Background: an optimization exercise with open tools, aiming at small area. Do not read the settings as production practice. Only simulation tests tie the RTL to the original design; equivalence was not proved. In every run shown here, the design's own scripts or RTL, not TritonCTS, make the clock network. The clock port is modelled as an ideal driver, which makes a skipped or thinned clock tree look cheaper than it is; a real chip needs a root buffer or a tree.

File: flow/design.v
`timescale 1 ns / 1 ps
module ame_sobel_filter #(
    parameter LINE_DATA_BITS = 7,
    parameter COMP_DATA_BITS = 8
) (
    input logic clk_i,
    input logic rst_n_i,
    input  logic comp_init_i,
    output logic comp_done_o,
    input logic [5:0] [LINE_DATA_BITS-1:0] line_data_i,
    output logic [3:0] [3:0] [COMP_DATA_BITS-1:0] comp_data_o
);
localparam logic [2:0] IDLE  = 3'b000;
localparam logic [2:0] COL_0 = 3'b001;
localparam logic [2:0] COL_1 = 3'b010;
localparam logic [2:0] COL_2 = 3'b100;
localparam logic [2:0] COL_3 = 3'b101;
localparam logic [2:0] COL_4 = 3'b110;
localparam logic [2:0] COL_5 = 3'b111;
logic [2:0] ctl_sta;
logic       comp_done;
logic sub_2;
logic sub_0;
logic [41:0] line_bits;
logic [3:0] [COMP_DATA_BITS-1:0] comp_new;
logic [3:0] [3:0] [COMP_DATA_BITS-1:0] comp_data;
assign line_bits = line_data_i;
assign sub_2 = ctl_sta[2];
assign sub_0 = ctl_sta[2] & ctl_sta[1];
assign comp_done_o = comp_done;
assign comp_data_o = comp_data;
always_ff @(posedge clk_i or negedge rst_n_i)
begin
    if (!rst_n_i) begin
        ctl_sta   <= IDLE;
        comp_done <= 1'b0;
    end else begin
        case (ctl_sta)
            IDLE:    ctl_sta <= comp_init_i ? COL_0 : IDLE;
            COL_0:   ctl_sta <= COL_1;
            COL_1:   ctl_sta <= COL_2;
            COL_2:   ctl_sta <= COL_3;
            COL_3:   ctl_sta <= COL_4;
            COL_4:   ctl_sta <= COL_5;
            COL_5:   ctl_sta <= comp_init_i ? COL_0 : IDLE;
            default: ctl_sta <= IDLE;
        endcase
        comp_done <= (ctl_sta == COL_5);
    end
end
generate
    if (1) begin: row_0
        logic [7:0] na, nb;
        logic s0, s1, s2, s3, s4, s5, s6, s7, s8, s9, s10, s11, s12, s13, s14, s15, s16, s17, s18, s19, s20, s21, s22, s23, s24, s25, s26, s27, s28;
        logic c0, c1, c2, c3, c4, c5, c6, c7, c8, c9, c10, c11, c12, c13, c14, c15, c16, c17, c18, c19, c20, c21, c22, c23, c24, c25, c26, c27, c28;
        assign na = ~({8{sub_2}} & comp_data[0][2]);
        assign nb = ~({8{sub_0}} & comp_data[0][0]);
        assign s0 = na[0] ^ nb[0] ^ line_bits[0];
        assign c0 = (na[0] & nb[0]) | (na[0] & line_bits[0]) | (nb[0] & line_bits[0]);
        assign s1 = line_bits[14] ^ s0;
        assign c1 = line_bits[14] & s0;
        assign s2 = na[1] ^ nb[1] ^ 1'b1;
        assign c2 = (na[1] & nb[1]) | (na[1] & 1'b1) | (nb[1] & 1'b1);
        assign s3 = line_bits[7] ^ line_bits[1] ^ line_bits[15];
        assign c3 = (line_bits[7] & line_bits[1]) | (line_bits[7] & line_bits[15]) | (line_bits[1] & line_bits[15]);
        assign s4 = s2 ^ c0 ^ s3;
        assign c4 = (s2 & c0) | (s2 & s3) | (c0 & s3);
        assign s5 = c1 ^ s4;
        assign c5 = c1 & s4;
        assign s6 = na[2] ^ nb[2] ^ line_bits[8];
        assign c6 = (na[2] & nb[2]) | (na[2] & line_bits[8]) | (nb[2] & line_bits[8]);
        assign s7 = line_bits[2] ^ line_bits[16] ^ c2;
        assign c7 = (line_bits[2] & line_bits[16]) | (line_bits[2] & c2) | (line_bits[16] & c2);
        assign s8 = c3 ^ s6 ^ s7;
        assign c8 = (c3 & s6) | (c3 & s7) | (s6 & s7);
        assign s9 = c4 ^ s8 ^ c5;
        assign c9 = (c4 & s8) | (c4 & c5) | (s8 & c5);
        assign s10 = na[3] ^ nb[3] ^ line_bits[9];
        assign c10 = (na[3] & nb[3]) | (na[3] & line_bits[9]) | (nb[3] & line_bits[9]);
        assign s11 = line_bits[3] ^ line_bits[17] ^ c6;
        assign c11 = (line_bits[3] & line_bits[17]) | (line_bits[3] & c6) | (line_bits[17] & c6);
        assign s12 = c7 ^ s10 ^ c8;
        assign c12 = (c7 & s10) | (c7 & c8) | (s10 & c8);
        assign s13 = s11 ^ s12 ^ c9;
        assign c13 = (s11 & s12) | (s11 & c9) | (s12 & c9);
        assign s14 = na[4] ^ nb[4] ^ line_bits[10];
        assign c14 = (na[4] & nb[4]) | (na[4] & line_bits[10]) | (nb[4] & line_bits[10]);
        assign s15 = line_bits[4] ^ line_bits[18] ^ c10;
        assign c15 = (line_bits[4] & line_bits[18]) | (line_bits[4] & c10) | (line_bits[18] & c10);
        assign s16 = s14 ^ c11 ^ s15;
        assign c16 = (s14 & c11) | (s14 & s15) | (c11 & s15);
        assign s17 = c12 ^ s16 ^ c13;
        assign c17 = (c12 & s16) | (c12 & c13) | (s16 & c13);
        assign s18 = na[5] ^ nb[5] ^ line_bits[11];
        assign c18 = (na[5] & nb[5]) | (na[5] & line_bits[11]) | (nb[5] & line_bits[11]);
        assign s19 = line_bits[5] ^ line_bits[19] ^ c14;
        assign c19 = (line_bits[5] & line_bits[19]) | (line_bits[5] & c14) | (line_bits[19] & c14);
        assign s20 = s18 ^ c15 ^ s19;
        assign c20 = (s18 & c15) | (s18 & s19) | (c15 & s19);
        assign s21 = c16 ^ s20 ^ c17;
        assign c21 = (c16 & s20) | (c16 & c17) | (s20 & c17);
        assign s22 = na[6] ^ nb[6] ^ line_bits[12];
        assign c22 = (na[6] & nb[6]) | (na[6] & line_bits[12]) | (nb[6] & line_bits[12]);
        assign s23 = line_bits[6] ^ line_bits[20] ^ c18;
        assign c23 = (line_bits[6] & line_bits[20]) | (line_bits[6] & c18) | (line_bits[20] & c18);
        assign s24 = s22 ^ c19 ^ s23;
        assign c24 = (s22 & c19) | (s22 & s23) | (c19 & s23);
        assign s25 = c20 ^ s24 ^ c21;
        assign c25 = (c20 & s24) | (c20 & c21) | (s24 & c21);
        assign s26 = na[7] ^ nb[7] ^ line_bits[13];
        assign s27 = c22 ^ s26 ^ c23;
        assign s28 = c24 ^ s27 ^ c25;
        assign comp_new[0][0] = s1;
        assign comp_new[0][1] = s5;
        assign comp_new[0][2] = s9;
        assign comp_new[0][3] = s13;
        assign comp_new[0][4] = s17;
        assign comp_new[0][5] = s21;
        assign comp_new[0][6] = s25;
        assign comp_new[0][7] = s28;
    end
    if (1) begin: row_1
        logic [7:0] na, nb;
        logic s0, s1, s2, s3, s4, s5, s6, s7, s8, s9, s10, s11, s12, s13, s14, s15, s16, s17, s18, s19, s20, s21, s22, s23, s24, s25, s26, s27, s28;
        logic c0, c1, c2, c3, c4, c5, c6, c7, c8, c9, c10, c11, c12, c13, c14, c15, c16, c17, c18, c19, c20, c21, c22, c23, c24, c25, c26, c27, c28;
        assign na = ~({8{sub_2}} & comp_data[1][2]);
        assign nb = ~({8{sub_0}} & comp_data[1][0]);
        assign s0 = na[0] ^ nb[0] ^ line_bits[7];
        assign c0 = (na[0] & nb[0]) | (na[0] & line_bits[7]) | (nb[0] & line_bits[7]);
        assign s1 = line_bits[21] ^ s0;
        assign c1 = line_bits[21] & s0;
        assign s2 = na[1] ^ nb[1] ^ 1'b1;
        assign c2 = (na[1] & nb[1]) | (na[1] & 1'b1) | (nb[1] & 1'b1);
        assign s3 = line_bits[14] ^ line_bits[8] ^ line_bits[22];
        assign c3 = (line_bits[14] & line_bits[8]) | (line_bits[14] & line_bits[22]) | (line_bits[8] & line_bits[22]);
        assign s4 = s2 ^ c0 ^ s3;
        assign c4 = (s2 & c0) | (s2 & s3) | (c0 & s3);
        assign s5 = c1 ^ s4;
        assign c5 = c1 & s4;
        assign s6 = na[2] ^ nb[2] ^ line_bits[15];
        assign c6 = (na[2] & nb[2]) | (na[2] & line_bits[15]) | (nb[2] & line_bits[15]);
        assign s7 = line_bits[9] ^ line_bits[23] ^ c2;
        assign c7 = (line_bits[9] & line_bits[23]) | (line_bits[9] & c2) | (line_bits[23] & c2);
        assign s8 = c3 ^ s6 ^ s7;
        assign c8 = (c3 & s6) | (c3 & s7) | (s6 & s7);
        assign s9 = c4 ^ s8 ^ c5;
        assign c9 = (c4 & s8) | (c4 & c5) | (s8 & c5);
        assign s10 = na[3] ^ nb[3] ^ line_bits[16];
        assign c10 = (na[3] & nb[3]) | (na[3] & line_bits[16]) | (nb[3] & line_bits[16]);
        assign s11 = line_bits[10] ^ line_bits[24] ^ c6;
        assign c11 = (line_bits[10] & line_bits[24]) | (line_bits[10] & c6) | (line_bits[24] & c6);
        assign s12 = c7 ^ s10 ^ c8;
        assign c12 = (c7 & s10) | (c7 & c8) | (s10 & c8);
        assign s13 = s11 ^ s12 ^ c9;
        assign c13 = (s11 & s12) | (s11 & c9) | (s12 & c9);
        assign s14 = na[4] ^ nb[4] ^ line_bits[17];
        assign c14 = (na[4] & nb[4]) | (na[4] & line_bits[17]) | (nb[4] & line_bits[17]);
        assign s15 = line_bits[11] ^ line_bits[25] ^ c10;
        assign c15 = (line_bits[11] & line_bits[25]) | (line_bits[11] & c10) | (line_bits[25] & c10);
        assign s16 = s14 ^ c11 ^ s15;
        assign c16 = (s14 & c11) | (s14 & s15) | (c11 & s15);
        assign s17 = c12 ^ s16 ^ c13;
        assign c17 = (c12 & s16) | (c12 & c13) | (s16 & c13);
        assign s18 = na[5] ^ nb[5] ^ line_bits[18];
        assign c18 = (na[5] & nb[5]) | (na[5] & line_bits[18]) | (nb[5] & line_bits[18]);
        assign s19 = line_bits[12] ^ line_bits[26] ^ c14;
        assign c19 = (line_bits[12] & line_bits[26]) | (line_bits[12] & c14) | (line_bits[26] & c14);
        assign s20 = s18 ^ c15 ^ s19;
        assign c20 = (s18 & c15) | (s18 & s19) | (c15 & s19);
        assign s21 = c16 ^ s20 ^ c17;
        assign c21 = (c16 & s20) | (c16 & c17) | (s20 & c17);
        assign s22 = na[6] ^ nb[6] ^ line_bits[19];
        assign c22 = (na[6] & nb[6]) | (na[6] & line_bits[19]) | (nb[6] & line_bits[19]);
        assign s23 = line_bits[13] ^ line_bits[27] ^ c18;
        assign c23 = (line_bits[13] & line_bits[27]) | (line_bits[13] & c18) | (line_bits[27] & c18);
        assign s24 = s22 ^ c19 ^ s23;
        assign c24 = (s22 & c19) | (s22 & s23) | (c19 & s23);
        assign s25 = c20 ^ s24 ^ c21;
        assign c25 = (c20 & s24) | (c20 & c21) | (s24 & c21);
        assign s26 = na[7] ^ nb[7] ^ line_bits[20];
        assign s27 = c22 ^ s26 ^ c23;
        assign s28 = c24 ^ s27 ^ c25;
        assign comp_new[1][0] = s1;
        assign comp_new[1][1] = s5;
        assign comp_new[1][2] = s9;
        assign comp_new[1][3] = s13;
        assign comp_new[1][4] = s17;
        assign comp_new[1][5] = s21;
        assign comp_new[1][6] = s25;
        assign comp_new[1][7] = s28;
    end
    if (1) begin: row_2
        logic [7:0] na, nb;
        logic s0, s1, s2, s3, s4, s5, s6, s7, s8, s9, s10, s11, s12, s13, s14, s15, s16, s17, s18, s19, s20, s21, s22, s23, s24, s25, s26, s27, s28;
        logic c0, c1, c2, c3, c4, c5, c6, c7, c8, c9, c10, c11, c12, c13, c14, c15, c16, c17, c18, c19, c20, c21, c22, c23, c24, c25, c26, c27, c28;
        assign na = ~({8{sub_2}} & comp_data[2][2]);
        assign nb = ~({8{sub_0}} & comp_data[2][0]);
        assign s0 = na[0] ^ nb[0] ^ line_bits[14];
        assign c0 = (na[0] & nb[0]) | (na[0] & line_bits[14]) | (nb[0] & line_bits[14]);
        assign s1 = line_bits[28] ^ s0;
        assign c1 = line_bits[28] & s0;
        assign s2 = na[1] ^ nb[1] ^ 1'b1;
        assign c2 = (na[1] & nb[1]) | (na[1] & 1'b1) | (nb[1] & 1'b1);
        assign s3 = line_bits[21] ^ line_bits[15] ^ line_bits[29];
        assign c3 = (line_bits[21] & line_bits[15]) | (line_bits[21] & line_bits[29]) | (line_bits[15] & line_bits[29]);
        assign s4 = s2 ^ c0 ^ s3;
        assign c4 = (s2 & c0) | (s2 & s3) | (c0 & s3);
        assign s5 = c1 ^ s4;
        assign c5 = c1 & s4;
        assign s6 = na[2] ^ nb[2] ^ line_bits[22];
        assign c6 = (na[2] & nb[2]) | (na[2] & line_bits[22]) | (nb[2] & line_bits[22]);
        assign s7 = line_bits[16] ^ line_bits[30] ^ c2;
        assign c7 = (line_bits[16] & line_bits[30]) | (line_bits[16] & c2) | (line_bits[30] & c2);
        assign s8 = c3 ^ s6 ^ s7;
        assign c8 = (c3 & s6) | (c3 & s7) | (s6 & s7);
        assign s9 = c4 ^ s8 ^ c5;
        assign c9 = (c4 & s8) | (c4 & c5) | (s8 & c5);
        assign s10 = na[3] ^ nb[3] ^ line_bits[23];
        assign c10 = (na[3] & nb[3]) | (na[3] & line_bits[23]) | (nb[3] & line_bits[23]);
        assign s11 = line_bits[17] ^ line_bits[31] ^ c6;
        assign c11 = (line_bits[17] & line_bits[31]) | (line_bits[17] & c6) | (line_bits[31] & c6);
        assign s12 = c7 ^ s10 ^ c8;
        assign c12 = (c7 & s10) | (c7 & c8) | (s10 & c8);
        assign s13 = s11 ^ s12 ^ c9;
        assign c13 = (s11 & s12) | (s11 & c9) | (s12 & c9);
        assign s14 = na[4] ^ nb[4] ^ line_bits[24];
        assign c14 = (na[4] & nb[4]) | (na[4] & line_bits[24]) | (nb[4] & line_bits[24]);
        assign s15 = line_bits[18] ^ line_bits[32] ^ c10;
        assign c15 = (line_bits[18] & line_bits[32]) | (line_bits[18] & c10) | (line_bits[32] & c10);
        assign s16 = s14 ^ c11 ^ s15;
        assign c16 = (s14 & c11) | (s14 & s15) | (c11 & s15);
        assign s17 = c12 ^ s16 ^ c13;
        assign c17 = (c12 & s16) | (c12 & c13) | (s16 & c13);
        assign s18 = na[5] ^ nb[5] ^ line_bits[25];
        assign c18 = (na[5] & nb[5]) | (na[5] & line_bits[25]) | (nb[5] & line_bits[25]);
        assign s19 = line_bits[19] ^ line_bits[33] ^ c14;
        assign c19 = (line_bits[19] & line_bits[33]) | (line_bits[19] & c14) | (line_bits[33] & c14);
        assign s20 = s18 ^ c15 ^ s19;
        assign c20 = (s18 & c15) | (s18 & s19) | (c15 & s19);
        assign s21 = c16 ^ s20 ^ c17;
        assign c21 = (c16 & s20) | (c16 & c17) | (s20 & c17);
        assign s22 = na[6] ^ nb[6] ^ line_bits[26];
        assign c22 = (na[6] & nb[6]) | (na[6] & line_bits[26]) | (nb[6] & line_bits[26]);
        assign s23 = line_bits[20] ^ line_bits[34] ^ c18;
        assign c23 = (line_bits[20] & line_bits[34]) | (line_bits[20] & c18) | (line_bits[34] & c18);
        assign s24 = s22 ^ c19 ^ s23;
        assign c24 = (s22 & c19) | (s22 & s23) | (c19 & s23);
        assign s25 = c20 ^ s24 ^ c21;
        assign c25 = (c20 & s24) | (c20 & c21) | (s24 & c21);
        assign s26 = na[7] ^ nb[7] ^ line_bits[27];
        assign s27 = c22 ^ s26 ^ c23;
        assign s28 = c24 ^ s27 ^ c25;
        assign comp_new[2][0] = s1;
        assign comp_new[2][1] = s5;
        assign comp_new[2][2] = s9;
        assign comp_new[2][3] = s13;
        assign comp_new[2][4] = s17;
        assign comp_new[2][5] = s21;
        assign comp_new[2][6] = s25;
        assign comp_new[2][7] = s28;
    end
    if (1) begin: row_3
        logic [7:0] na, nb;
        logic s0, s1, s2, s3, s4, s5, s6, s7, s8, s9, s10, s11, s12, s13, s14, s15, s16, s17, s18, s19, s20, s21, s22, s23, s24, s25, s26, s27, s28;
        logic c0, c1, c2, c3, c4, c5, c6, c7, c8, c9, c10, c11, c12, c13, c14, c15, c16, c17, c18, c19, c20, c21, c22, c23, c24, c25, c26, c27, c28;
        assign na = ~({8{sub_2}} & comp_data[3][2]);
        assign nb = ~({8{sub_0}} & comp_data[3][0]);
        assign s0 = na[0] ^ nb[0] ^ line_bits[21];
        assign c0 = (na[0] & nb[0]) | (na[0] & line_bits[21]) | (nb[0] & line_bits[21]);
        assign s1 = line_bits[35] ^ s0;
        assign c1 = line_bits[35] & s0;
        assign s2 = na[1] ^ nb[1] ^ 1'b1;
        assign c2 = (na[1] & nb[1]) | (na[1] & 1'b1) | (nb[1] & 1'b1);
        assign s3 = line_bits[28] ^ line_bits[22] ^ line_bits[36];
        assign c3 = (line_bits[28] & line_bits[22]) | (line_bits[28] & line_bits[36]) | (line_bits[22] & line_bits[36]);
        assign s4 = s2 ^ c0 ^ s3;
        assign c4 = (s2 & c0) | (s2 & s3) | (c0 & s3);
        assign s5 = c1 ^ s4;
        assign c5 = c1 & s4;
        assign s6 = na[2] ^ nb[2] ^ line_bits[29];
        assign c6 = (na[2] & nb[2]) | (na[2] & line_bits[29]) | (nb[2] & line_bits[29]);
        assign s7 = line_bits[23] ^ line_bits[37] ^ c2;
        assign c7 = (line_bits[23] & line_bits[37]) | (line_bits[23] & c2) | (line_bits[37] & c2);
        assign s8 = c3 ^ s6 ^ s7;
        assign c8 = (c3 & s6) | (c3 & s7) | (s6 & s7);
        assign s9 = c4 ^ s8 ^ c5;
        assign c9 = (c4 & s8) | (c4 & c5) | (s8 & c5);
        assign s10 = na[3] ^ nb[3] ^ line_bits[30];
        assign c10 = (na[3] & nb[3]) | (na[3] & line_bits[30]) | (nb[3] & line_bits[30]);
        assign s11 = line_bits[24] ^ line_bits[38] ^ c6;
        assign c11 = (line_bits[24] & line_bits[38]) | (line_bits[24] & c6) | (line_bits[38] & c6);
        assign s12 = c7 ^ s10 ^ c8;
        assign c12 = (c7 & s10) | (c7 & c8) | (s10 & c8);
        assign s13 = s11 ^ s12 ^ c9;
        assign c13 = (s11 & s12) | (s11 & c9) | (s12 & c9);
        assign s14 = na[4] ^ nb[4] ^ line_bits[31];
        assign c14 = (na[4] & nb[4]) | (na[4] & line_bits[31]) | (nb[4] & line_bits[31]);
        assign s15 = line_bits[25] ^ line_bits[39] ^ c10;
        assign c15 = (line_bits[25] & line_bits[39]) | (line_bits[25] & c10) | (line_bits[39] & c10);
        assign s16 = s14 ^ c11 ^ s15;
        assign c16 = (s14 & c11) | (s14 & s15) | (c11 & s15);
        assign s17 = c12 ^ s16 ^ c13;
        assign c17 = (c12 & s16) | (c12 & c13) | (s16 & c13);
        assign s18 = na[5] ^ nb[5] ^ line_bits[32];
        assign c18 = (na[5] & nb[5]) | (na[5] & line_bits[32]) | (nb[5] & line_bits[32]);
        assign s19 = line_bits[26] ^ line_bits[40] ^ c14;
        assign c19 = (line_bits[26] & line_bits[40]) | (line_bits[26] & c14) | (line_bits[40] & c14);
        assign s20 = s18 ^ c15 ^ s19;
        assign c20 = (s18 & c15) | (s18 & s19) | (c15 & s19);
        assign s21 = c16 ^ s20 ^ c17;
        assign c21 = (c16 & s20) | (c16 & c17) | (s20 & c17);
        assign s22 = na[6] ^ nb[6] ^ line_bits[33];
        assign c22 = (na[6] & nb[6]) | (na[6] & line_bits[33]) | (nb[6] & line_bits[33]);
        assign s23 = line_bits[27] ^ line_bits[41] ^ c18;
        assign c23 = (line_bits[27] & line_bits[41]) | (line_bits[27] & c18) | (line_bits[41] & c18);
        assign s24 = s22 ^ c19 ^ s23;
        assign c24 = (s22 & c19) | (s22 & s23) | (c19 & s23);
        assign s25 = c20 ^ s24 ^ c21;
        assign c25 = (c20 & s24) | (c20 & c21) | (s24 & c21);
        assign s26 = na[7] ^ nb[7] ^ line_bits[34];
        assign s27 = c22 ^ s26 ^ c23;
        assign s28 = c24 ^ s27 ^ c25;
        assign comp_new[3][0] = s1;
        assign comp_new[3][1] = s5;
        assign comp_new[3][2] = s9;
        assign comp_new[3][3] = s13;
        assign comp_new[3][4] = s17;
        assign comp_new[3][5] = s21;
        assign comp_new[3][6] = s25;
        assign comp_new[3][7] = s28;
    end
    for (genvar r = 0; r < 4; r++) begin: shift_block
        always_ff @(posedge clk_i)
        begin
            comp_data[r][3] <= comp_new[r];
            comp_data[r][2] <= comp_data[r][3];
            comp_data[r][1] <= comp_data[r][2];
            comp_data[r][0] <= comp_data[r][1];
        end
    end
endgenerate
endmodule
File: flow/flow/run.sh
#!/bin/bash
# The standard layout, with four changes:
#  - after the standard synthesis, flow/dp.py rewrites the four adder trees
#    that feed the shift registers as explicit full/half adder cells, ordered
#    by arrival time, and flow/pol2.py re-picks the polarity of full adders
#    and gates to drop inverters (registers untouched). Yosys proves the new
#    netlist equivalent to the standard one; if the proof fails the standard
#    netlist is kept;
#  - the port buffers are the smallest buffer;
#  - the clock tree is two levels of buffers built by flow/mycts.tcl: a root
#    buffer on the clock port and one leaf buffer per cluster of registers.
set -u
export BUFFER_PORTS_ARGS="-buffer_cell sky130_fd_sc_hd__buf_1"
export PRE_CTS_TCL="$(pwd)/flow/mycts.tcl"
LIB=$FLOW_HOME/platforms/sky130hd/lib/sky130_fd_sc_hd__tt_025C_1v80.lib
R=orfs/results/sky130hd/ame_sobel_filter/base

bash standard.sh synth > synth.log 2>&1 || exit 1

cp $R/1_2_yosys.v std_netlist.v

equiv() {
    yosys -p "read_liberty -ignore_miss_func $LIB; read_verilog std_netlist.v; rename $FLOW_TOP gold; read_verilog $1; rename $FLOW_TOP gate; flatten; rename -hide gate/w:_* gate/w:*.*; async2sync; opt_clean; equiv_make gold gate eq; hierarchy -top eq; equiv_simple -undef; equiv_induct -undef; equiv_status -assert" > equiv_$1.log 2>&1
}

use=std_netlist.v
if python3 flow/dp.py std_netlist.v dp_netlist.v > dp.log 2>&1 && equiv dp_netlist.v; then
    use=dp_netlist.v
fi
if python3 flow/pol2.py $LIB $use pol_netlist.v > pol.log 2>&1 && equiv pol_netlist.v; then
    use=pol_netlist.v
fi
echo "using $use" >> pol.log
if [ $use != std_netlist.v ]; then
    cp $use $R/1_2_yosys.v
    touch $R/1_2_yosys.v
fi

bash standard.sh > standard.log 2>&1
File: flow/flow/dp.py
#!/usr/bin/env python3
"""Rebuild the adder trees of the Sobel filter in a mapped netlist.

The standard synthesis maps the four adder trees (one per row, feeding the D
pins of the newest stage of each row's shift register, comp_data[32r+24..31])
through ABC, which reorders the full adders without knowing when their inputs
arrive. This script removes the gates that only feed those D pins and writes
the same sums back as explicit sky130 cells: per row

    new = a + 2b + c + ~(sub_2 & q2) + ~(sub_0 & q0) + 2      (mod 256)

with a, b, c the row's three pixels, q2 = comp_data[r][2], q0 = comp_data[r][0],
sub_2 = ctl_sta[2] and sub_0 = ctl_sta[2] & ctl_sta[1] (see the RTL). The bits
of each column are reduced with full and half adders, the earliest-arriving
first and the latest on the fast carry-in pin; the top column is an xor chain.
Registers, their names and cell types are left as they are. The caller proves
the result equivalent to the input netlist.

usage: dp.py IN.v OUT.v
"""
import re, sys, collections

INF, OUTF = sys.argv[1:3]
P = 'sky130_fd_sc_hd__'
src = open(INF).read()
m = re.search(r'^\s*sky130_fd_sc_hd__\w+\s', src, re.M)
head, body_end = src[:m.start()], src.rindex('endmodule')
body = src[m.start():body_end]
cell_re = re.compile(r'\s*(sky130_fd_sc_hd__\w+)\s+(\\\S+\s|\S+)\s*\((.*?)\);', re.S)
pin_re = re.compile(r'\.(\w+)\(\s*((?:\\\S+\s)|[^()\s]*)\s*\)')
cells = []
pos = 0
for cm in cell_re.finditer(body):
    assert body[pos:cm.start()].strip() == '', body[pos:cm.start()]
    pos = cm.end()
    cells.append([cm.group(1), cm.group(2).strip(), [(p, n.strip()) for p, n in pin_re.findall(cm.group(3))]])
assert body[pos:].strip() == ''
assert 'assign' not in head

OUTS = {'X', 'Y', 'Q', 'Q_N', 'SUM', 'COUT', 'HI', 'LO'}
isff = lambda t: re.match(P + r'(df|sdf|edf)', t) is not None
byname = {c[1]: i for i, c in enumerate(cells)}
driver = {}
loads = collections.defaultdict(list)
for i, c in enumerate(cells):
    for p, n in c[2]:
        if p in OUTS:
            driver[n] = i
        else:
            loads[n].append(i)

def flop(name):
    return cells[byname[name]]
def pin(c, p):
    return dict(c[2])[p]

# state bits by their Q net names
qnet_state = {}
for c in cells:
    if isff(c[0]):
        q = pin(c, 'Q')
        mm = re.fullmatch(r'\\ctl_sta\[(\d)\]', q)
        if mm:
            qnet_state[int(mm.group(1))] = q
assert set(qnet_state) == {0, 1, 2}, qnet_state

def cd(n):
    return flop(f'\\comp_data[{n}]$_DFF_P_')

targets = {}   # flop index -> (row, bit)
for r in range(4):
    for b in range(8):
        targets[byname[f'\\comp_data[{32*r+24+b}]$_DFF_P_']] = (r, b)

# cone of the target D pins, stopping at flops and ports
cone = set()
stack = [pin(cells[i], 'D') for i in targets]
seen = set()
while stack:
    n = stack.pop()
    if n in seen:
        continue
    seen.add(n)
    d = driver.get(n)
    if d is None or isff(cells[d][0]):
        continue
    cone.add(d)
    for p, x in cells[d][2]:
        if p not in OUTS:
            stack.append(x)
# keep cone cells that also feed something outside the cone, with their fan-in
keep = set()
for i in cone:
    for p, n in cells[i][2]:
        if p in OUTS and any(l not in cone and l not in targets for l in loads[n]):
            keep.add(i)
stack = list(keep)
while stack:
    i = stack.pop()
    for p, n in cells[i][2]:
        if p in OUTS:
            continue
        d = driver.get(n)
        if d is not None and d in cone and d not in keep:
            keep.add(d); stack.append(d)
remove = cone - keep

# ---- new cells
new_cells = []
new_wires = []
cnt = [0]
def net():
    cnt[0] += 1
    w = f'_dpn_{cnt[0]}_'
    new_wires.append(w)
    return w
def add(t, pins):
    cnt[0] += 1
    new_cells.append([P + t, f'_dpc_{cnt[0]}_', pins])

FA_S_AB, FA_S_C, FA_C_AB, FA_C_C = 0.48, 0.40, 0.42, 0.36
HA_S, HA_C, XOR2, XNOR_OR = 0.22, 0.18, 0.15, 0.20
TIN, TG = 1.15, 0.9

s2, s1 = qnet_state[2], qnet_state[1]
sub0 = net()
add('and2_1', [('A', s2), ('B', s1), ('X', sub0)])

for r in range(4):
    cols = [[] for _ in range(8)]
    px = lambda k, i: f'line_data_i[{7*(r+k)+i}]'
    for i in range(7):
        cols[i].append((TIN, px(0, i)))
        cols[i + 1].append((TIN, px(1, i)))
        cols[i].append((TIN, px(2, i)))
    for i in range(8):
        q2 = pin(cd(32*r + 16 + i), 'Q')
        q0 = pin(cd(32*r + i), 'Q')
        na, nb = net(), net()
        add('nand2_1', [('A', s2), ('B', q2), ('Y', na)])
        add('nand2_1', [('A', sub0), ('B', q0), ('Y', nb)])
        cols[i].append((TG, na))
        cols[i].append((TG, nb))
    const_one = [False] * 8
    const_one[1] = True
    out = []
    for i in range(8):
        col = cols[i]
        if const_one[i]:
            # x + y + 1: sum = xnor(x, y), carry = x | y
            col.sort()
            (tx, x), (ty, y) = col[:2]
            del col[:2]
            s, c = net(), net()
            add('xnor2_1', [('A', x), ('B', y), ('Y', s)])
            add('or2_1', [('A', x), ('B', y), ('X', c)])
            t = max(tx, ty) + XNOR_OR
            col.append((t, s)); cols[i + 1].append((t, c))
        while len(col) > 1:
            col.sort()
            if i == 7:
                (tx, x), (ty, y) = col[:2]
                del col[:2]
                s = net()
                add('xor2_1', [('A', x), ('B', y), ('X', s)])
                col.append((max(tx, ty) + XOR2, s))
            elif len(col) >= 3:
                (tx, x), (ty, y), (tz, z) = col[:3]
                del col[:3]
                s, c = net(), net()
                add('fa_1', [('A', x), ('B', y), ('CIN', z), ('COUT', c), ('SUM', s)])
                col.append((max(tx + FA_S_AB, ty + FA_S_AB, tz + FA_S_C), s))
                cols[i + 1].append((max(tx + FA_C_AB, ty + FA_C_AB, tz + FA_C_C), c))
            else:
                (tx, x), (ty, y) = col[:2]
                del col[:2]
                s, c = net(), net()
                add('ha_1', [('A', x), ('B', y), ('COUT', c), ('SUM', s)])
                t = max(tx, ty)
                col.append((t + HA_S, s)); cols[i + 1].append((t + HA_C, c))
        out.append(col[0])
    sys.stderr.write(f'dp.py: row {r} bits ready at ' + ' '.join(f'{t:.2f}' for t, _ in out) + '\n')
    for i in range(8):
        fi = byname[f'\\comp_data[{32*r+24+i}]$_DFF_P_']
        cells[fi][2] = [(p, out[i][1] if p == 'D' else n) for p, n in cells[fi][2]]

def fmt(n):
    return n + ' ' if n.startswith('\\') else n
outl = [head]
for w in new_wires:
    outl.append(f'  wire {w};\n')
for i, c in enumerate(cells):
    if i in remove:
        continue
    pins = ',\n'.join(f'    .{p}({fmt(n)})' for p, n in c[2])
    outl.append(f'  {c[0]} {fmt(c[1])} (\n{pins}\n  );\n')
for c in new_cells:
    pins = ',\n'.join(f'    .{p}({fmt(n)})' for p, n in c[2])
    outl.append(f'  {c[0]} {c[1]} (\n{pins}\n  );\n')
outl.append(src[body_end:])
open(OUTF, 'w').write(''.join(outl))
sys.stderr.write(f'dp.py: removed {len(remove)} cells, kept {len(keep)} shared, added {len(new_cells)}\n')
File: flow/flow/mycts.tcl
# Replaces clock_tree_synthesis with a two-level clock tree: one root buffer
# on the clock port driving one leaf buffer per cluster of registers, the
# clusters found by k-means on the register positions. Sourced as PRE_CTS_TCL.
rename clock_tree_synthesis orfs_clock_tree_synthesis
proc clock_tree_synthesis { args } {
  set leaf_cell [expr { [info exists ::env(MYCTS_LEAF)] ? $::env(MYCTS_LEAF) : "sky130_fd_sc_hd__buf_6" }]
  set root_cell [expr { [info exists ::env(MYCTS_ROOT)] ? $::env(MYCTS_ROOT) : "sky130_fd_sc_hd__clkbuf_4" }]
  set per_leaf  [expr { [info exists ::env(MYCTS_PER_LEAF)] ? $::env(MYCTS_PER_LEAF) : 15 }]
  set db [ord::get_db]
  set block [ord::get_db_block]
  set clk_name [get_name [lindex [get_property [lindex [all_clocks] 0] sources] 0]]
  set clk_net [$block findNet $clk_name]
  # sinks: every instance pin on the clock net
  set sinks {}
  foreach it [$clk_net getITerms] {
    set bb [[$it getInst] getBBox]
    lappend sinks [list $it [expr { ([$bb xMin] + [$bb xMax]) / 2.0 }] [expr { ([$bb yMin] + [$bb yMax]) / 2.0 }]]
  }
  set n [llength $sinks]
  set k [expr { max(1, int(ceil(double($n) / $per_leaf))) }]
  # k-means, seeded along the sorted x positions
  set sorted [lsort -real -index 1 $sinks]
  set cx {}; set cy {}
  for { set i 0 } { $i < $k } { incr i } {
    set s [lindex $sorted [expr { int(($i + 0.5) * $n / $k) }]]
    lappend cx [lindex $s 1]; lappend cy [lindex $s 2]
  }
  for { set iter 0 } { $iter < 30 } { incr iter } {
    set sx [lrepeat $k 0.0]; set sy [lrepeat $k 0.0]; set sn [lrepeat $k 0]
    # balanced assignment: nearest free cluster, closest pairs first
    set cap [expr { int(ceil(double($n) / $k)) }]
    set pairs {}
    set j 0
    foreach s $sinks {
      for { set i 0 } { $i < $k } { incr i } {
        lappend pairs [list $j $i [expr { abs([lindex $s 1] - [lindex $cx $i]) + abs([lindex $s 2] - [lindex $cy $i]) }]]
      }
      incr j
    }
    set assign [lrepeat $n -1]
    foreach pr [lsort -real -index 2 $pairs] {
      lassign $pr j i d
      if { [lindex $assign $j] >= 0 || [lindex $sn $i] >= $cap } { continue }
      lset assign $j $i
      set s [lindex $sinks $j]
      lset sx $i [expr { [lindex $sx $i] + [lindex $s 1] }]
      lset sy $i [expr { [lindex $sy $i] + [lindex $s 2] }]
      lset sn $i [expr { [lindex $sn $i] + 1 }]
    }
    for { set i 0 } { $i < $k } { incr i } {
      if { [lindex $sn $i] > 0 } {
        lset cx $i [expr { [lindex $sx $i] / [lindex $sn $i] }]
        lset cy $i [expr { [lindex $sy $i] / [lindex $sn $i] }]
      }
    }
  }
  # root buffer at the centre of the leaves
  set rx 0.0; set ry 0.0
  for { set i 0 } { $i < $k } { incr i } { set rx [expr { $rx + [lindex $cx $i] / $k }]; set ry [expr { $ry + [lindex $cy $i] / $k }] }
  set root [odb::dbInst_create $block [$db findMaster $root_cell] clkbuf_root_$clk_name]
  $root setLocation [expr { int($rx) }] [expr { int($ry) }]
  $root setPlacementStatus PLACED
  set root_net [odb::dbNet_create $block clknet_root_$clk_name]
  $root_net setSigType CLOCK
  [$root findITerm A] connect $clk_net
  [$root findITerm X] connect $root_net
  set leaf_nets {}
  for { set i 0 } { $i < $k } { incr i } {
    set leaf [odb::dbInst_create $block [$db findMaster $leaf_cell] clkbuf_leaf_${i}_$clk_name]
    $leaf setLocation [expr { int([lindex $cx $i]) }] [expr { int([lindex $cy $i]) }]
    $leaf setPlacementStatus PLACED
    set net [odb::dbNet_create $block clknet_leaf_${i}_$clk_name]
    $net setSigType CLOCK
    [$leaf findITerm A] connect $root_net
    [$leaf findITerm X] connect $net
    lappend leaf_nets $net
  }
  foreach s $sinks a $assign {
    set it [lindex $s 0]
    $it disconnect
    $it connect [lindex $leaf_nets $a]
  }
  puts "mycts: $n sinks, $k leaf buffers ($leaf_cell), root $root_cell"
  set_propagated_clock [all_clocks]
}
File: flow/flow/pol2.py
#!/usr/bin/env python3
"""Re-pick the polarity of cells in a flat, mapped netlist to drop inverters.

A full adder is self-dual: inverting all three inputs inverts both outputs.
A simple gate has a twin in the library with the inverted output (and2/nand2,
a21o/a21oi, xor2/xnor2, ...). Synthesis leaves inverters around fa cells and
between gates that flipping some of them removes. This script drops the
netlist's inverters, then picks for each fa cell whether to flip it and for
each gate which twin to use, so that the area of the gates plus the inverters
still needed is smallest (a local search), and writes the netlist back with
one inverter per net that still needs an inverted copy. xor3/xnor3 cells
become fa cells (smaller) with the carry left open. Registers are not touched.

usage: pol2.py LIB IN.v OUT.v
"""
import re, sys, random, itertools

LIBF, INF, OUTF = sys.argv[1:4]
P = 'sky130_fd_sc_hd__'

# ---- library: area, pins and functions of simple one-output cells
lib = open(LIBF).read()
area, func, inpins, outpin = {}, {}, {}, {}
for cm in re.finditer(r'\n\s*cell\s*\(\s*"?(\w+)"?\s*\)\s*\{', lib):
    name = cm.group(1)
    end = lib.find('\n    cell (', cm.end())
    end = len(lib) if end < 0 else end
    blk = lib[cm.end():end]
    am = re.search(r'\barea\s*:\s*([\d.]+)', blk)
    if am:
        area[name] = float(am.group(1))
    if 'ff (' in blk or 'latch (' in blk or 'statetable' in blk:
        continue
    ins, outs = [], []
    for pm in re.finditer(r'\n\s*pin\s*\(\s*"?(\w+)"?\s*\)\s*\{(.*?)\n\s{8}\}', blk, re.S):
        pb = pm.group(2)
        d = re.search(r'direction\s*:\s*"?(\w+)', pb)
        if not d:
            continue
        if d.group(1) == 'input':
            ins.append(pm.group(1))
        elif d.group(1) == 'output':
            f = re.search(r'function\s*:\s*"([^"]*)"', pb)
            outs.append((pm.group(1), f.group(1) if f else None))
    if len(outs) == 1 and outs[0][1] and 1 <= len(ins) <= 5:
        inpins[name] = sorted(ins)
        outpin[name] = outs[0][0]
        func[name] = outs[0][1]

def to_py(e):
    toks = re.findall(r"[A-Za-z_]\w*|[!&|+^()']|\S", e)
    out = []
    prev = None   # previous token kind: 'v' for a value end, 'o' for an operator
    for t in toks:
        if re.fullmatch(r"[A-Za-z_]\w*", t) or t == '(' or t == '!':
            if prev == 'v':
                out.append(' and ')
            out.append({'!': ' not ', '(': '('}.get(t, t))
            prev = 'o' if t in '!(' else 'v'
        elif t == ')':
            out.append(')'); prev = 'v'
        elif t == "'":
            out.insert(len(out) - 1, ' not ') if False else out.append('')
            raise ValueError('postfix not')
        else:
            out.append({'&': ' and ', '|': ' or ', '+': ' or ', '^': ' != '}[t]); prev = 'o'
    return ''.join(out)

def truth(name):
    e = to_py(func[name])
    ins = inpins[name]
    tt = 0
    for k, vals in enumerate(itertools.product([0, 1], repeat=len(ins))):
        env = dict(zip(ins, [bool(v) for v in vals]))
        if eval(e, {}, env):
            tt |= 1 << k
    return tt

def usable(n):
    return n.startswith(P) and 'lpflow' not in n and 'probe' not in n and re.search(r'_[01]$', n)

twin = {}
sig = {}
for n in func:
    if not usable(n):
        continue
    try:
        sig[n] = (tuple(inpins[n]), truth(n))
    except Exception:
        pass
bysig = {}
for n, s in sig.items():
    bysig.setdefault(s, []).append(n)
for n, (pins, tt) in sig.items():
    full = (1 << (1 << len(pins))) - 1
    cands = bysig.get((pins, tt ^ full), [])
    if cands:
        twin[n] = min(cands, key=lambda c: (area[c], c))

# ---- netlist
src = open(INF).read()
m = re.search(r'^\s*sky130_fd_sc_hd__\w+\s', src, re.M)
head, body_end = src[:m.start()], src.rindex('endmodule')
body = src[m.start():body_end]
cell_re = re.compile(r'\s*(sky130_fd_sc_hd__\w+)\s+(\S+)\s*\((.*?)\);', re.S)
pin_re = re.compile(r'\.(\w+)\(\s*((?:\\\S+\s)|[^()\s]*)\s*\)')
cells = []
pos = 0
for cm in cell_re.finditer(body):
    assert body[pos:cm.start()].strip() == '', body[pos:cm.start()]
    pos = cm.end()
    pins = [(p, n.strip()) for p, n in pin_re.findall(cm.group(3))]
    cells.append([cm.group(1), cm.group(2), pins])
assert body[pos:].strip() == ''
assert 'assign' not in head

OUTS = {'X', 'Y', 'Q', 'Q_N', 'SUM', 'COUT', 'HI', 'LO'}
ports = set()
for pm in re.finditer(r'^\s*output\s+(\[(\d+):(\d+)\]\s+)?(\S+);', head, re.M):
    if pm.group(1):
        hi, lo = int(pm.group(2)), int(pm.group(3))
        for i in range(min(hi, lo), max(hi, lo) + 1):
            ports.add(f'{pm.group(4)}[{i}]')
    else:
        ports.add(pm.group(4))

def short(t):
    return t[len(P):]
isinv = lambda t: re.fullmatch(r'inv_\d+', short(t)) is not None
isfa = lambda t: re.fullmatch(r'fa_\d+', short(t)) is not None

# xor3/xnor3 -> fa with open carry; xnor3 needs its output inverted
base_pol = {}
for i, c in enumerate(cells):
    s = short(c[0])
    if re.fullmatch(r'x(n?)or3_1', s) and not any(n in ports for p, n in c[2]):
        d = dict(c[2])
        neg = s.startswith('xnor')
        c[0] = P + 'fa_1'
        c[2] = [('A', d['A']), ('B', d['B']), ('CIN', d['C']), ('COUT', ''), ('SUM', d['X'])]
        base_pol[i] = 1 if neg else 0

inv_of = {}
for c in cells:
    if isinv(c[0]):
        d = dict(c[2])
        if d['Y'] not in ports:
            inv_of[d['Y']] = d['A']

def resolve(n):
    p = 0
    while n in inv_of:
        n = inv_of[n]; p ^= 1
    return n, p

driver = {}
for i, c in enumerate(cells):
    for p, n in c[2]:
        if p in OUTS and n:
            driver[n] = i

live = [i for i, c in enumerate(cells) if not (isinv(c[0]) and dict(c[2])['Y'] in inv_of)]
def drives_port(c):
    return any(p in OUTS and n in ports for p, n in c[2])
FA = [i for i in live if isfa(cells[i][0]) and not drives_port(cells[i])]
GATE = [i for i in live if cells[i][0] in twin and not drives_port(cells[i]) and not isinv(cells[i][0])]
FAset, GATEset = set(FA), set(GATE)

loads = []  # (cell, pin index, root, pol)
for i in live:
    for k, (p, n) in enumerate(cells[i][2]):
        if p in OUTS:
            continue
        r, pol = resolve(n)
        loads.append((i, k, r, pol))
byroot = {}
for L in loads:
    byroot.setdefault(L[2], []).append(L)

const = lambda r: re.fullmatch(r"1'h[01]", r) is not None
INV_A = area[P + 'inv_1']

def srcflip(f, r):
    s = driver.get(r)
    return f.get(s, 0) ^ base_pol.get(s, 0) if s is not None else 0

def need(f, L):
    i, k, r, pol = L
    return pol ^ srcflip(f, r) ^ (f[i] if i in FAset else 0)

def gate_area(f, i):
    return area[twin[cells[i][0]]] if f[i] else area[cells[i][0]]

def total(f):
    a = 0.0
    needs = set()
    for L in loads:
        if need(f, L) and not const(L[2]):
            needs.add(L[2])
    a += INV_A * len(needs)
    for i in GATE:
        a += gate_area(f, i)
    return a

f = {i: 0 for i in FA + GATE}
start = total(f)
best, bestf = start, dict(f)
rng = random.Random(1)
var = FA + GATE
for restart in range(12):
    if restart:
        f = dict(bestf)
        for i in var:
            if rng.random() < 0.3:
                f[i] ^= 1
    cur = total(f)
    improved = True
    while improved:
        improved = False
        for i in var:
            f[i] ^= 1
            c2 = total(f)
            if c2 < cur - 1e-9:
                cur = c2; improved = True
            else:
                f[i] ^= 1
    if cur < best - 1e-9:
        best, bestf = cur, dict(f)
f = bestf

# ---- rewrite
newinv = {}
def inverted(r):
    if const(r):
        return "1'h1" if r.endswith('0') else "1'h0"
    if r not in newinv:
        newinv[r] = f'_polinv_{len(newinv)}_'
    return newinv[r]

for L in loads:
    i, k, r, pol = L
    p = cells[i][2][k][0]
    cells[i][2][k] = (p, inverted(r) if need(f, L) else r)
for i in GATE:
    if f[i]:
        old, new = cells[i][0], twin[cells[i][0]]
        op, np_ = outpin[old], outpin[new]
        cells[i][0] = new
        cells[i][2] = [(np_ if p == op else p, n) for p, n in cells[i][2]]

ninv_before = sum(1 for c in cells if isinv(c[0]))
sys.stderr.write(f'pol2.py: area of gates and removable inverters {start:.1f} -> {best:.1f}; '
                 f'{len(FA)} fa, {len(GATE)} gates; {len(inv_of)} inverters -> {len(newinv)}\n')

def fmt(n):
    return n + ' ' if n.startswith('\\') else n
out = [head]
for w in newinv.values():
    out.append(f'  wire {w};\n')
for i in live:
    c = cells[i]
    pins = ',\n'.join(f'    .{p}({fmt(n)})' for p, n in c[2])
    out.append(f'  {c[0]} {c[1]} (\n{pins}\n  );\n')
for r, w in newinv.items():
    out.append(f'  {P}inv_1 _polinv_cell_{w[8:-1]}_ (\n    .A({fmt(r)}),\n    .Y({w})\n  );\n')
out.append(src[body_end:])
open(OUTF, 'w').write(''.join(out))
File: flow/standard.sh
#!/bin/bash
# synth_recipe.tcl (not shown) runs the flow's synth.tcl, then flattens the netlist and writes it again
# the make line also repeats each setting of config.mk as NAME=value (left out here)
make -C /OpenROAD-flow-scripts/flow DESIGN_CONFIG=/design/flow/config.mk WORK_HOME=/design/flow/orfs CLKGATE_MAP_FILE= SYNTH_SCRIPT=/design/flow/synth_recipe.tcl "${@:-finish}"
File: flow/config.mk
export PLATFORM = sky130hd
export DESIGN_NAME = ame_sobel_filter
export DESIGN_NICKNAME = ame_sobel_filter
export VERILOG_FILES = /design/flow/design.v
export SDC_FILE = /design/flow/constraint.sdc
export NUM_CORES = 4
export LEC_CHECK = 0
export CAP_MARGIN = 20
export CORE_MARGIN = 2
export CORE_UTILIZATION = 55
export SLEW_MARGIN = 20
File: flow/constraint.sdc
create_clock -name core_clock -period 5.0 [get_ports {clk_i}]
set_input_delay 1.0000 -clock core_clock [delete_from_list [all_inputs] [get_ports {clk_i}]]
set_output_delay 1.0000 -clock core_clock [all_outputs]
set_load 0.01 [all_outputs]
==> run_results.csv, run 1 <==
group,metric,value,unit
synthesis,yosysWarnings,1,
setup_path,criticalPathCategory,"flop to flop",
sta,fmax,218,MHz
setup_path,r2r-start,"ctl_sta[1]",
sta,finalHoldViolations,0,
sta,final-max-slew-violation-count,0,
sta,tightest_slew,361,ps
setup_path,crit_required,5370,ps
final_layout,antenna_cells,0,
placement,gp_congestion,0.786,
floorplan,rows,35,
setup_path,cp.arrival,4950,ps
placement,io_buffer_count,173,
synthesis,avgSynthCellArea,15.1,um2
clock_network,postCtsHoldBufs,0,
hold_path,hp-class,"input port to asynchronous set/reset pin",
floorplan,core,0.00920,mm2
floorplan,initial_core_util,56.5,%
setup_path,critPathMaxStageDelay,510,ps
final_layout,layout_common_cells,"buf_1, dfxtp_1, fa_1",
final_layout,mostFrequentLayoutCell,"buf_1",
setup_path,cp_common_cell,"fa_1",
setup_path,worst-r2r-cell-count,11,
sta,setup_tns,0,ps
synthesis,syn-num-nets,488,
sta,rsz0062_at_grt,"false",
floorplan,die_h,101,um
global_routing,grt_antenna_before_repair,0,
drt,first_iter_violations,43,
sta,final-setup-viol-count,0,
clock_network,clk_pin_slew,100,ps
drt,post_drt_wl_per_cell,15.8,um
sta,min_period_over_period,91.6,%
sta,clock-skew-final,19.2,ps
final_layout,fin_area,0.00609,mm2
setup_path,path_depth,11,
sta,whs,325,ps
setup_path,end_kind,"flop",
drt,drtAntennaViolNets,0,
setup_path,critPathMaxFanout,21,
global_routing,grt_max_degree,24,
status,status,"finished clean",
drt,firstDrtPassIters,4,
placement,pre_cts_ws,309,ps
setup_path,r2r-end,"comp_data[127]",
placement,dp_hpwl,8.25,mm
clock_network,cts.repair.resized,0,
sta,maxSlewHeadroom,75.9,%
global_routing,grt_overflow,0,
placement,place_area,0.00598,mm2
final_layout,num-nets-final,671,
synthesis,syn_inst,343,
drt,vias_per_cell,4.77,
synthesis,syn_area,0.00519,mm2
floorplan,io_pins,174,
run,cap_violations,0,
setup_path,rrSetupSlack,420,ps
floorplan,die_w,101,um
sta,post-route-min-period,4580,ps
sta,worst_slack,419,ps
setup_path,path_cells,"and2_2 > buf_4 > nand2_1 > fa_1 > fa_1 > fa_1 > fa_1 > fa_1 > fa_1 > fa_1 > xor2_1",
setup_path,crit_slowest_cell,"fa_1",
global_routing,grt_pass1_vias,3205,
clock_network,post_cts_buffers,0,
floorplan,die-area,0.0102,mm2
drt,num_vias,3028,
setup_path,path_buf_inv,1,
setup_path,cp_top_family,"adder cells",
drt,routed_wl,10.0,mm
final_layout,area_growth_syn_to_layout,17.3,%
global_routing,grt_pass1_wl,16.0,mm
final_layout,drive_gt1_share,2.67,%
setup_path,crit_path_start_kind,"flop",
global_routing,grt_usage,20.1,%
drt,drc,0,
clock_network,clk_latency,480,ps
==> worst register-to-register path: cells and delay by family, from the launching register on <==
family / cells / cell delay [ps]
XOR/XNOR: 1 / 150
buffers and inverters: 1 / 350
AND/OR/NAND/NOR: 2 / 500
flip-flops: 1 / 460
adder cells (fa/ha/maj): 7 / 3010
==> how the worst max path moves through the flow <==
stage,from,end,slack [ps]
6_report,ctl_sta[1],comp_data[127],420
4_1_cts,ctl_sta[1],comp_data[127],370
5_1_grt,ctl_sta[1],comp_data[127],200
3_3_place_gp,line_data_i[21],comp_data[95],430
3_5_place_dp,line_data_i[15],comp_data[31],310
2_1_floorplan,flop,comp_data[127],120
==> state kept, by name, indices dropped and copies added (netlist names), named ones only <==
signal / cells
comp_data: 128
comp_done: 1
ctl_sta: 2
==> per-stage QoR <==
stage | util [%] | cells
floorplan | - | 343
global placement | 65.0 | 625
detailed placement | 65.0 | 625
CTS | 66.2 | 635
global route | 66.2 | 635
finish | 66.2 | 635
==> per-layer routing <==
metal	up-vias	wire length (um)	global-route usage, %
met5	-	0	0
met4	0	174	2.81
met3	16	625	2.97
met2	108	4910	34.3
met1	1494	4300	28.6
li1	1410	-	-
==> area by class of cell <==
class                           instances  area [um2]
Timing Repair Buffer                  176         672
Tap cell                              111         139
Fill cell                             769        3110
Multi-Input combinational cell        206        2510
Sequential cell                       132        2660
Buffer                                 10         109
==> run 2: changes to the inputs <==
--- a/flow/config.mk
+++ b/flow/config.mk
@@ -9,3 +9,3 @@
 export CORE_MARGIN = 2
-export CORE_UTILIZATION = 55
+export CORE_UTILIZATION = 60
 export SLEW_MARGIN = 20
==> run_results.csv, run 2 <==
group,metric,value,unit
synthesis,syn_area,0.00519,mm2
setup_path,worst-r2r-cell-count,12,
sta,tightest_slew,336,ps
drt,num_vias,3048,
final_layout,area_growth_syn_to_layout,17.1,%
final_layout,largest_reg_flops,128,
final_layout,regArea,0.00266,mm2
final_layout,antenna_cells,0,
global_routing,grt_pass1_wl,16.3,mm
sta,final-setup-viol-count,0,
floorplan,initial_core_util,62.6,%
clock_network,clk_pin_slew,100,ps
setup_path,critPathMaxFanout,13,
final_layout,regMostFlops,"comp_data",
setup_path,end_kind,"flop",
global_routing,grt_antenna_before_repair,0,
hold_path,hp-class,"input port to asynchronous set/reset pin",
sta,rsz0062_at_grt,"false",
run,cap_violations,0,
placement,io_buffer_count,173,
setup_path,crit_path_start_kind,"flop",
sta,setup_tns,0,ps
clock_network,clk_latency,480,ps
setup_path,crit_required,5360,ps
synthesis,syn-num-nets,488,
sta,min_period_over_period,90.7,%
floorplan,io_pins,174,
global_routing,grt_usage,21.4,%
floorplan,die_w,97.0,um
clock_network,postCtsHoldBufs,0,
drt,firstDrtPassIters,4,
final_layout,mostFrequentLayoutCell,"buf_1",
final_layout,layout_common_cells,"buf_1, dfxtp_1, fa_1",
final_layout,num-fill-cells,628,
final_layout,drive_gt1_share,2.67,%
status,status,"finished clean",
drt,routed_wl,9.80,mm
synthesis,syn_inst,343,
global_routing,grt_overflow,0,
final_layout,multi_input_area,0.00251,mm2
sta,final-max-slew-violation-count,0,
drt,post_drt_wl_per_cell,15.6,um
placement,dp_hpwl,8.09,mm
drt,drtAntennaViolNets,0,
setup_path,cp.arrival,4900,ps
final_layout,utilization,73.3,%
sta,clock-skew-final,15.5,ps
sta,finalHoldViolations,0,
drt,vias_per_cell,4.85,
synthesis,avgSynthCellArea,15.1,um2
floorplan,die_h,97.0,um
setup_path,criticalPathCategory,"flop to flop",
clock_network,cts.repair.resized,0,
floorplan,core,0.00830,mm2
sta,fmax,220,MHz
sta,maxSlewHeadroom,77.6,%
global_routing,grt_pass1_vias,3276,
final_layout,num-nets-final,671,
floorplan,die-area,0.00942,mm2
drt,first_iter_violations,32,
placement,gp_congestion,0.812,
clock_network,post_cts_buffers,0,
final_layout,reg.largest.list,"comp_data (128), ctl_sta (2), comp_done (1)",
sta,post-route-min-period,4540,ps
global_routing,grt_max_degree,26,
floorplan,rows,33,
synthesis,yosysWarnings,1,
drt,drc,0,
-- run 2: final timing paths --
kind,start,endpoint,slack [ps]
setup / recovery,ctl_sta[1],comp_data[31],460
setup reg to reg,ctl_sta[1],comp_data[31],460
max in group asynchronous,rst_n_i,ctl_sta[0],4480
min in group core_clock,comp_data[40],comp_data[32],340
hold / removal,rst_n_i,ctl_sta[1],340
hold reg to reg,comp_data[40],comp_data[32],340
-- run 2: layer usage --
layer / part of all wire [%] / up-vias / global-route usage, % / wire [um]
met5: 0 / - / 0 / 0
met4: 2.4 / 0 / 3.90 / 233
met3: 8.2 / 19 / 4.84 / 800
met2: 48 / 121 / 36.3 / 4730
met1: 41 / 1502 / 29.1 / 4040
li1: - / 1406 / - / -
-- run 2: final cells by class --
type                       instances  share of cell area [%]
buffer                            10                    1.79
multi-input combinational        206                    41.2
sequential                       132                    43.8
tap                              105                    2.16
timing repair buffer             176                    11.0
-- run 2: critical path: stages (launching register included) --
cell	delay [ps]
dfrtp_1	460
and2_2	390
nand2_1	130
xnor2_1	180
fa_1	560
fa_1	410
ha_1	200
fa_1	380
fa_1	390
fa_1	400
fa_1	400
fa_1	380
xor2_1	150
-- run 2: metrics by stage --
step           setup slack (ps)  hold slack, ps  instance area [um2]  std cells
2_1_floorplan               115             382                 5190        343
3_3_place_gp                437             331                 5970        619
3_5_place_dp                343             335                 5970        619
4_1_cts                     433             323                 6080        629
5_1_grt                     214             335                 6080        629
6_report                    464             337                 6080        629
==> run 3: changes to the inputs <==
--- a/flow/flow/dp.py
+++ b/flow/flow/dp.py
@@ -125,4 +125,11 @@
 s2, s1 = qnet_state[2], qnet_state[1]
-sub0 = net()
-add('and2_1', [('A', s2), ('B', s1), ('X', sub0)])
+# each half of the rows gets its own copies of the two gating signals, so
+# that no gate drives more than 16 gating nands
+sub0_of, sub2_of = {}, {}
+for half in (0, 1):
+    n0, n2 = net(), net()
+    add('and2_1', [('A', s2), ('B', s1), ('X', n0)])
+    add('buf_2', [('A', s2), ('X', n2)])
+    for r in (2 * half, 2 * half + 1):
+        sub0_of[r], sub2_of[r] = n0, n2
 
@@ -139,4 +146,4 @@
         na, nb = net(), net()
-        add('nand2_1', [('A', s2), ('B', q2), ('Y', na)])
-        add('nand2_1', [('A', sub0), ('B', q0), ('Y', nb)])
+        add('nand2_1', [('A', sub2_of[r]), ('B', q2), ('Y', na)])
+        add('nand2_1', [('A', sub0_of[r]), ('B', q0), ('Y', nb)])
         cols[i].append((TG, na))
==> run_results.csv, run 3 <==
group,metric,value,unit
floorplan,die_w,97.2,um
placement,pre_cts_ws,322,ps
drt,drc,0,
setup_path,end_kind,"flop",
placement,io_buffer_count,173,
global_routing,grt_pass1_vias,3357,
placement,dp_hpwl,8.73,mm
global_routing,grt_antenna_before_repair,0,
final_layout,antenna_cells,0,
final_layout,regMostFlops,"comp_data",
global_routing,grt_max_degree,18,
final_layout,reg.largest.list,"comp_data (128), ctl_sta (2), comp_done (1)",
placement,gp_congestion,0.790,
clock_network,clk_latency,470,ps
sta,clock-skew-final,13.2,ps
sta,rsz0062_at_grt,"false",
clock_network,clk_pin_slew,100,ps
sta,worst_slack,420,ps
drt,num_vias,3097,
drt,post_drt_wl_per_cell,16.3,um
drt,drtAntennaViolNets,0,
clock_network,post_cts_buffers,0,
setup_path,cp.arrival,4940,ps
setup_path,worst-r2r-cell-count,12,
synthesis,syn_inst,346,
drt,first_iter_violations,43,
sta,min_period_over_period,91.6,%
setup_path,crit_required,5360,ps
sta,post-route-min-period,4580,ps
final_layout,mostFrequentLayoutCell,"buf_1",
status,status,"finished clean",
floorplan,die_h,97.2,um
sta,maxSlewHeadroom,76.4,%
sta,final-max-slew-violation-count,0,
setup_path,r2r-start,"ctl_sta[1]",
clock_network,cts.repair.resized,0,
setup_path,crit_path_start_kind,"flop",
final_layout,largest_reg_flops,128,
synthesis,avgSynthCellArea,15.1,um2
drt,vias_per_cell,4.89,
global_routing,grt_usage,22.6,%
setup_path,r2r-end,"comp_data[31]",
sta,setup_tns,0,ps
final_layout,drive_gt1_share,3.03,%
hold_path,hp-class,"input port to asynchronous set/reset pin",
clock_network,postCtsHoldBufs,0,
synthesis,syn-num-nets,491,
global_routing,grt_overflow,0,
floorplan,rows,33,
synthesis,syn_area,0.00521,mm2
floorplan,core,0.00830,mm2
setup_path,critPathCapture,"comp_data[31]",
floorplan,die-area,0.00944,mm2
floorplan,io_pins,174,
setup_path,critPathMaxFanout,9,
final_layout,area_growth_syn_to_layout,17.3,%
drt,routed_wl,10.3,mm
setup_path,criticalPathCategory,"flop to flop",
setup_path,rrSetupSlack,420,ps
final_layout,layout_common_cells,"buf_1, dfxtp_1, fa_1",
final_layout,num-fill-cells,623,
setup_path,crit_start,"ctl_sta[1]",
sta,finalHoldViolations,0,
run,cap_violations,0,
synthesis,yosysWarnings,1,
global_routing,grt_pass1_wl,17.0,mm
final_layout,num-nets-final,675,
floorplan,initial_core_util,62.8,%
sta,fmax,218,MHz
drt,firstDrtPassIters,4,
sta,tightest_slew,353,ps
sta,final-setup-viol-count,0,
run 3: cell types whose count changed in the layout (fill, tap and decap cells not counted), sizes merged:
cell | before | now
buf | 185 | 188
and2 | 1 | 2
run 3: final cells by class:
class	instances	area [um2]	share of cell area, %
plain buffers	10	109	1.78
multi-input cells	207	2510	41.1
flip-flops and latches	132	2660	43.6
well taps	105	131	2.15
repair buffers	179	694	11.4
run 3: per-stage QoR:
stage          util [%]  instance area, um2  instances  hold slack (ps)
2_1_floorplan         -                5210        346              382
4_1_cts            73.6                6110        633              310
3_5_place_dp       72.3                6000        623              336
6_report           73.6                6110        633              348
5_1_grt            73.6                6110        633              311
3_3_place_gp       72.3                6000        623              330
run 3: worst min path at each step:
stage	endpoint	cells after the start	from	slack (ps)
floorplan	comp_data[0]	0	comp_data[8]	380
global placement	comp_data[103]	0	comp_data[111]	330
detailed placement	comp_data[102]	0	comp_data[110]	340
CTS	ctl_sta[1]	1	rst_n_i	310
global route	ctl_sta[1]	1	rst_n_i	310
finish	asynchronous set/reset pin	1	rst_n_i	350
run 3: critical path, cell delays in order (launching register included):
cell and delay [ps]:
dfrtp_1 480, and2_1 380, nand2_1 140, xnor2_1 180, fa_1 570, fa_1 420, ha_1 200, fa_1 380
fa_1 390, fa_1 400, fa_1 400, fa_1 380, xor2_1 150
run 3: per-layer routing:
metal	GRT usage (%)	vias up	wire, um
li1	-	1421	-
met1	31.0	1544	4210
met2	39.5	118	5280
met3	3.67	14	643
met4	3.47	0	186
met5	0	-	0

[separate check: timing with driven ports]
The flow's constraints put no driver on any port. The routed layouts listed below were extracted and timed again, unchanged, in two steps. Step 1, drivers: a clkbuf_16 drives clk_i and a buf_2 each remaining input, both assumed. Step 2 times the ports against the registers' clock, not the clock port: input delays grow and output delays shrink by t, the midpoint of the rising clock arrivals with the driver on. Slacks: ideal / step 1 / step 2; pairs: ideal / step 1.
| run | shift t [ns] | setup WS [ns] | latest minus earliest clock arrival (ns) | slew at the worst register clock pin (ns) | cell pins on the clock port's net |
|---|---|---|---|---|---|
| run 1 | 0.507 | 0.419 / 0.419 / 0.345 | 0.022 / 0.022 | 0.11 / 0.11 | 1 |
| run 2 | 0.504 | 0.464 / 0.464 / 0.360 | 0.016 / 0.016 | 0.11 / 0.11 | 1 |
| run 3 | 0.489 | 0.420 / 0.420 / 0.369 | 0.014 / 0.013 | 0.11 / 0.11 | 1 |
After both steps setup and hold are still met in every run listed. The setup slack of run 2, which loses most, moves by 0.000 ns with the drivers and by -0.104 ns with both steps.
